From an optimization exercise on the open Yosys and OpenROAD flow, aimed at small area, a short achievable clock period and few clock cycles per item; shortcuts taken in it are not production practice. In this exercise RTL edits were held to simulation tests only and were not proved equivalent to the original.

==> inputs of v18 <==
## coll_det
module coll_det(x1, y1, x2, y2, vx1, vy1, vx2, vy2, r2, trial, clock, reset, in_rdy, out_rdy);
clock: 45.0 ns
lec_check: 0
abc_area: 1
cap_margin: 20
core_margin: 2
core_utilization: 40
slew_margin: 20
standard.sh (not shown) runs the stock make flow with config.mk's settings and CLKGATE_MAP_FILE= SYNTH_SCRIPT=/design/flow/synth_recipe.tcl, a recipe that flattens the netlist after the stock synthesis.
==> flow/flow/run.sh <==
#!/bin/bash
# Standard layout, except that synthesis skips the quick ABC pass inside
# Yosys's "synth -run fine:" (-noabc), so that extract_fa sees the full-adder
# logic as written and maps it to sky130 full adders without inverters
# between them. Everything else is the standard flow (standard.sh).
set -euo pipefail
cd "$(dirname "$0")/.."
sed 's/yosys synth -nofsm -noshare {\*}\$args/yosys synth -nofsm -noshare -noabc {*}$args/' \
  synth_recipe.tcl > flow_synth.tcl
grep -q -- '-noabc' flow_synth.tcl
sed 's#synth_recipe\.tcl#flow_synth.tcl#g' standard.sh > flow_standard.sh
grep -q 'flow_synth.tcl' flow_standard.sh
bash flow_standard.sh SETUP_SLACK_MARGIN=24 finish > flow_make.log 2>&1
==> v3 (differences from v18) <==
==> flow/run.sh (new file) <==
#!/bin/bash
# synth_recipe.tcl (not shown) runs the flow's synth.tcl, then flattens the netlist and writes it again
# the make line also repeats each setting of config.mk as NAME=value (left out here)
make -C /OpenROAD-flow-scripts/flow DESIGN_CONFIG=/design/flow/config.mk WORK_HOME=/design/flow/orfs CLKGATE_MAP_FILE= SYNTH_SCRIPT=/design/flow/synth_recipe.tcl finish
removed: flow/flow/run.sh
removed: flow/standard.sh
==> v25 (differences from v18) <==
==> flow/run.sh (new file) <==
#!/bin/bash
# synth_recipe.tcl (not shown) runs the flow's synth.tcl, then flattens the netlist and writes it again
# the make line also repeats each setting of config.mk as NAME=value (left out here)
make -C /OpenROAD-flow-scripts/flow DESIGN_CONFIG=/design/flow/config.mk WORK_HOME=/design/flow/orfs CLKGATE_MAP_FILE= SYNTH_SCRIPT=/design/flow/synth_recipe.tcl finish
--- a/flow/config.mk
+++ b/flow/config.mk
@@ -10,3 +10,3 @@
 export CORE_MARGIN = 2
-export CORE_UTILIZATION = 40
+export CORE_UTILIZATION = 60
 export SLEW_MARGIN = 20
removed: flow/flow/run.sh
removed: flow/standard.sh
==> run summary <==
In v18 the critical path depth is lower than in v25, by 11.
Of v25 and v18, v25 has the higher via count (gap about 8%, measured against v18).
Between v25 and v18, the lower synthesized cell count is in v18 (gap 14%, measured against v18).
Between v3 and v25, the lower non-clock buffer count is in v25 (gap 32).
Flip-flop and latch count is the same in v25 and v3.
Between v18 and v3, the lower worst setup slack is in v3 (gap 2.8 ns).
Of v25 and v18, v25 has the higher first-iteration DRC count (gap 19%, measured against v18).
==> figures <==
Result of the run: v3 finished clean; v25 finished clean; v18 finished clean
CORE AREA: v3 244000 sq um; v25 163000 sq um; v18 230000 sq um
Worst hold path cell count: v3 3; v25 2; v18 3
Proportion of netlist area held by the largest area contributor: v3 40.8%; v25 40.8%; v18 43.7%
RSZ-0062 raised after global routing: v3 false; v25 false; v18 true
Fraction of final layout cells sized beyond drive strength 1: v3 3.82%; v25 3.55%; v18 9.06%
First-pass GRT wire length: v3 615000 um; v25 639000 um; v18 630000 um
Multi-input logic portion of the cell area: v3 81.2%; v25 82.4%; v18 86.2%
First-pass DRT Iterations: v3 9; v25 14; v18 9
Worst slew pin tran: v3 1.24 ns; v25 1.25 ns; v18 1.16 ns
Synthesized Nets: v3 15700; v25 15700; v18 14100
Multi-input combinational gate total: v3 9160; v25 9160; v18 9566
Largest fanout on the critical path: v3 25; v25 31; v18 25
DRC violation total after the first TritonRoute iteration: v3 10800; v25 13900; v18 11700
Peak clock frequency supported by timing: v3 37.5 MHz; v25 36.7 MHz; v18 41.9 MHz
Share of synthesized cell area in full adder, half adder and majority cells: v3 48.5%; v25 48.5%; v18 52.0%
Post-synthesis cell count: v3 12900; v25 12900; v18 11300
Testbench counts of v18, summed over its fixed seeds: cycles 960, items 960.
Testbench counts of v3, summed over its fixed seeds: cycles 960, items 960.
Testbench counts of v25, summed over its fixed seeds: cycles 960, items 960.

==> separate check: timing with driven ports <==
In the flow no input, the clock included, has a driving cell. The finished layouts below were timed again as built, in two steps. Step 1 assumes that a clkbuf_16 drives the clock port and a buf_2 every other input. Step 2, shift: input delay + t, output delay - t, t = (earliest + latest rising clock arrival at the registers) / 2. This alone moves slack from input paths to output paths. a / b / c = ideal ports / drivers / drivers and shift; a / b = the first two.
run	t (ns)	slack for setup (ns)	worst setup path after step 2	pins driven straight from the clock port
v18	0.253	21.152 / 21.157 / 20.904	input to register	1
v3	0.276	18.321 / 18.335 / 18.060	input to register	1
v25	0.272	17.769 / 17.789 / 17.517	input to register	1
After both steps setup and hold are still met in every run listed. For v3, which loses most, drivers alone change the setup slack by +0.014 ns; drivers and shift together by -0.261 ns.
